This is an optimization exercise on Yosys and OpenROAD, whose aim is small area, a short achievable clock period and few clock cycles, not a production implementation.
Function was checked by simulation only, so behaviour that the tests miss may differ from the original.
Power and IR drop assume default switching activity.

==> flow/design.v <==
module proc (
   imem_addr, dmem_addr, dmem_wdata, dmem_we, halted,
   clk, rst, imem_data, dmem_rdata
   );
   input clk;
   input rst;
   input [15:0] imem_data;
   input [15:0] dmem_rdata;
   output [15:0] imem_addr;
   output [15:0] dmem_addr;
   output [15:0] dmem_wdata;
   output dmem_we;
   output halted;
   reg [15:0] ir;       
   reg [7:0]  sa, sb;   
   reg        spc;      
   reg        v;        
   reg        hf;       
   reg        sub;      
   reg        use_b;    
   reg [15:0] pcn;      
   reg [15:0] r0, r1, r2, r3, r4, r5, r6, r7;
   wire [4:0] op = ir[15:11];
   wire [2:0] rs = ir[10:8];
   wire [2:0] rt = ir[7:5];
   wire [2:0] rd = ir[4:2];
   wire is_halt  = (op == 5'b00000);
   wire is_link  = (op[4:1] == 4'b0011);                   
   wire is_br    = (op[4:2] == 3'b011);
   wire is_alui  = (op[4:2] == 3'b010);                    
   wire is_shi   = (op[4:2] == 3'b101);                    
   wire is_st    = (op == 5'b10000);
   wire is_ld    = (op == 5'b10001);
   wire is_slbi  = (op == 5'b10010);
   wire is_stu   = (op == 5'b10011);
   wire is_lbi   = (op == 5'b11000);
   wire is_btr   = (op == 5'b11001);
   wire is_shr   = (op == 5'b11010);
   wire is_arr   = (op == 5'b11011);
   wire is_set   = (op[4:2] == 3'b111);
   wire [15:0] a = ({16{spc}} & pcn) | ({16{sa[0]}} & r0) | ({16{sa[1]}} & r1) | ({16{sa[2]}} & r2) | ({16{sa[3]}} & r3)
                 | ({16{sa[4]}} & r4) | ({16{sa[5]}} & r5) | ({16{sa[6]}} & r6) | ({16{sa[7]}} & r7);
   wire [15:0] b = ({16{sb[0]}} & r0) | ({16{sb[1]}} & r1) | ({16{sb[2]}} & r2) | ({16{sb[3]}} & r3)
                 | ({16{sb[4]}} & r4) | ({16{sb[5]}} & r5) | ({16{sb[6]}} & r6) | ({16{sb[7]}} & r7);
   wire [15:0] sext5 = {{11{ir[4]}}, ir[4:0]};
   wire [15:0] sext8 = {{8{ir[7]}}, ir[7:0]};
   wire [15:0] imm = (op[4:2] == 3'b001) ? (op[0] ? {8'h00, ir[7:0]} : {{5{ir[10]}}, ir[10:0]})
                   : (op[4:2] == 3'b011) ? sext8 : sext5;
   wire [15:0] y = use_b ? b : imm;
   wire [15:0] x = a ^ {16{sub}};
   wire [15:0] p = x ^ y;
   wire [15:0] g = x & y;
   wire [15:0] g0 = {g[15:1], g[0] | (p[0] & sub)};
   wire [15:0] p0 = p;
   wire [15:0] g1, p1, g2, p2, g3, p3, g4, p4;
   genvar gi;
   generate for (gi = 0; gi < 16; gi = gi + 1) begin : g_pfx
      if (gi % 2 == 1) begin : l1a
         assign g1[gi] = g0[gi] | (p0[gi] & g0[gi - 1]);
         assign p1[gi] = p0[gi] & p0[gi - 1];
      end else begin : l1b
         assign g1[gi] = g0[gi]; assign p1[gi] = p0[gi];
      end
      if (gi % 4 >= 2) begin : l2a
         assign g2[gi] = g1[gi] | (p1[gi] & g1[gi - (gi % 4) + 1]);
         assign p2[gi] = p1[gi] & p1[gi - (gi % 4) + 1];
      end else begin : l2b
         assign g2[gi] = g1[gi]; assign p2[gi] = p1[gi];
      end
      if (gi % 8 >= 4) begin : l3a
         assign g3[gi] = g2[gi] | (p2[gi] & g2[gi - (gi % 8) + 3]);
         assign p3[gi] = p2[gi] & p2[gi - (gi % 8) + 3];
      end else begin : l3b
         assign g3[gi] = g2[gi]; assign p3[gi] = p2[gi];
      end
      if (gi >= 8) begin : l4a
         assign g4[gi] = g3[gi] | (p3[gi] & g3[7]);
         assign p4[gi] = p3[gi] & p3[7];
      end else begin : l4b
         assign g4[gi] = g3[gi]; assign p4[gi] = p3[gi];
      end
   end endgenerate
   wire [15:0] carry = {g4[14:0], sub};                    
   wire [15:0] sum = p ^ carry;
   wire cout = g4[15];
   wire eq  = &p;                                          
   wire ovf = (a[15] ^ b[15]) & (sum[15] ^ b[15]);         
   wire le  = ~(sum[15] ^ ovf);                            
   reg set_r;
   always @(*) begin
      case (op[1:0])
        2'b00: set_r = eq;
        2'b01: set_r = le & ~eq;
        2'b10: set_r = le;
        default: set_r = cout;
      endcase
   end
   wire [1:0] shop = is_shi ? op[1:0] : ir[1:0];          
   wire [3:0] amt  = is_shi ? ir[3:0] : b[3:0];
   wire left = ~shop[1];
   wire [3:0] ramt = left ? (4'd0 - amt) : amt;
   wire [15:0] s1 = ramt[0] ? {a[0], a[15:1]} : a;
   wire [15:0] s2 = ramt[1] ? {s1[1:0], s1[15:2]} : s1;
   wire [15:0] s3 = ramt[2] ? {s2[3:0], s2[15:4]} : s2;
   wire [15:0] s4 = ramt[3] ? {s3[7:0], s3[15:8]} : s3;
   wire [15:0] mask_r = 16'hFFFF >> amt;
   wire [15:0] mask_l = 16'hFFFF << amt;
   wire [15:0] mask = ~shop[0] ? 16'hFFFF : (left ? mask_l : mask_r);
   wire [15:0] shift_r = s4 & mask;
   wire [15:0] arev;
   generate for (gi = 0; gi < 16; gi = gi + 1) begin : g_rev
      assign arev[gi] = a[15 - gi];
   end endgenerate
   wire lxor = is_alui ? ~op[0] : ~ir[0];
   wire [15:0] logic_r = lxor ? p : (p & a);
   wire sel_sum = (is_alui & ~op[1]) | is_stu | (is_arr & ~ir[1]);
   wire sel_log = (is_alui & op[1]) | (is_arr & ir[1]);
   wire sel_sh  = is_shi | is_shr;
   wire [15:0] wdata = ({16{sel_sum}} & sum)
                     | ({16{sel_log}} & logic_r)
                     | ({16{sel_sh}}  & shift_r)
                     | {15'h0000, is_set & set_r}
                     | ({16{is_btr}}  & arev)
                     | ({16{is_slbi}} & {a[7:0], ir[7:0]})
                     | ({16{is_lbi}}  & sext8)
                     | ({16{is_ld}}   & dmem_rdata)
                     | ({16{is_link}} & pcn);
   wire act = v & ~hf;
   wire wen = act & (is_alui | is_shi | is_ld | is_slbi | is_stu | op[4:3] == 2'b11 | is_link);
   reg [2:0] wsel;
   always @(*) begin
      if (is_link) wsel = 3'd7;
      else if (is_alui | is_shi | is_ld) wsel = rt;
      else if (is_stu | is_slbi | is_lbi) wsel = rs;
      else wsel = rd;
   end
   wire [15:0] wd = rst ? 16'h0000 : wdata;
   wire [7:0] wdec = 8'b1 << wsel;
   wire [7:0] we = {8{rst}} | ({8{wen}} & wdec);
   always @(posedge clk) begin
      if (we[0]) r0 <= wd;
      if (we[1]) r1 <= wd;
      if (we[2]) r2 <= wd;
      if (we[3]) r3 <= wd;
      if (we[4]) r4 <= wd;
      if (we[5]) r5 <= wd;
      if (we[6]) r6 <= wd;
      if (we[7]) r7 <= wd;
   end
   assign dmem_addr  = sum;
   assign dmem_wdata = b;
   assign dmem_we    = act & (is_st | is_stu);
   wire bz = ~|b;
   reg bcond;
   always @(*) begin
      case (op[1:0])
        2'b00: bcond = bz;
        2'b01: bcond = ~bz;
        2'b10: bcond = b[15];
        default: bcond = ~b[15];
      endcase
   end
   wire take = v & ((op[4:2] == 3'b001) | (is_br & bcond));
   assign imem_addr = take ? sum : pcn;
   always @(posedge clk) begin
      if (rst) begin
         v   <= 1'b0;
         hf  <= 1'b0;
         pcn <= 16'h0000;
      end else begin
         v   <= 1'b1;
         hf  <= hf | (v & is_halt);
         pcn <= imem_addr + 16'd2;
      end
   end
   always @(posedge clk) begin
      ir <= imem_data;
      spc <= (imem_data[15:13] == 3'b011) | (imem_data[15:13] == 3'b001 && !imem_data[11]);
      sa <= ((imem_data[15:13] == 3'b011) | (imem_data[15:13] == 3'b001 && !imem_data[11])) ? 8'h00 : 8'b1 << imem_data[10:8];
      sb <= 8'b1 << ((imem_data[15:13] == 3'b011) ? imem_data[10:8] : imem_data[7:5]);
      sub <= (imem_data[15:11] == 5'b01001) | (imem_data[15:11] == 5'b11011 && imem_data[1:0] == 2'b01)
           | (imem_data[15:13] == 3'b111 && imem_data[12:11] != 2'b11);
      use_b <= imem_data[15] & imem_data[14];
   end
   assign halted = hf | (v & is_halt);
endmodule
export LEC_CHECK = 0
export CAP_MARGIN = 20
export CORE_MARGIN = 2
export CORE_UTILIZATION = 40
export PLACE_DENSITY = 0.6
export SLEW_MARGIN = 20
create_clock -name core_clock -period 12.0 [get_ports {clk}]
standard.sh (not shown) runs the stock make flow with config.mk's settings and CLKGATE_MAP_FILE= SYNTH_SCRIPT=/design/flow/synth_recipe.tcl, a recipe that flattens the netlist after the stock synthesis.
==> flow/flow/run.sh <==
#!/bin/bash
# The standard layout (the standard.sh: standard synthesis, ORFS floorplan to finish)
# with two choices of cells changed:
#  - every input and output port still gets its own buffer, but a plain buf_2 instead of
#    the delay cell (clkdlybuf4s50_1) that buffer_ports picks by default;
#  - clock tree synthesis as ORFS runs it, without dummy loads.
set -euo pipefail
bash standard.sh SETUP_SLACK_MARGIN=6.5 SKIP_LAST_GASP=1 \
  "BUFFER_PORTS_ARGS=-buffer_cell sky130_fd_sc_hd__buf_2" \
  "CTS_ARGS=-sink_clustering_enable -repair_clock_nets -dont_use_dummy_load -buf_list sky130_fd_sc_hd__clkbuf_8 -sink_clustering_size 20" \
  finish > flow_make.log 2>&1
The starting point completed without violations.
Testbench counts at the start, summed over its fixed seeds: cycles 36,069.
Edit:
--- a/flow/flow/run.sh
+++ b/flow/flow/run.sh
@@ -8 +8 @@
-bash standard.sh SETUP_SLACK_MARGIN=6.5 SKIP_LAST_GASP=1 \
+bash standard.sh \
Settings changed: SETUP_SLACK_MARGIN set to 5.
Total power came out lower by about 10%.
Clock-buffer cell count is unchanged.
Via count came out lower by about 4.3%.
Final area came out lower by 9.2%.
Register-to-register slack loses 360 ps.
Sequential power stays flat.
Die area does not change.
Maximum frequency came out lower by 7.5%.
Worst hold slack loses 12 ps.
Area after synthesis is unchanged.

-- re-timing with driven ports --
How much do the figures lean on ideal ports? The routed layouts below were timed once more, with nothing changed but the port constraints.
Step 1 sets driving cells, clkbuf_16 on the clock port and buf_2 on the other inputs (assumed; they add their load-dependent delay and slew).
Step 2 adds t to the input delays and takes it off the output delays; t is the mean of the earliest and latest rising clock arrival at the registers after step 1. Input paths then give back, and output paths get back, about the clock's delay inside the block.
Slacks: no drivers / after step 1 / after step 2; pairs: no drivers / after step 1.
run | t (ns) | setup slack, ns | hold WS [ns] | slew at the worst register clock pin (ns) | worst slew at a driven data input, ns
the first run | 0.502 | 5.583 / 5.536 / 6.038 | 0.582 / 0.582 / 0.582 | 0.10 / 0.10 | 0.04
the second run | 0.520 | 5.060 / 5.017 / 5.536 | 0.570 / 0.570 / 0.570 | 0.12 / 0.12 | 0.04
After both steps every run listed still meets setup and hold.
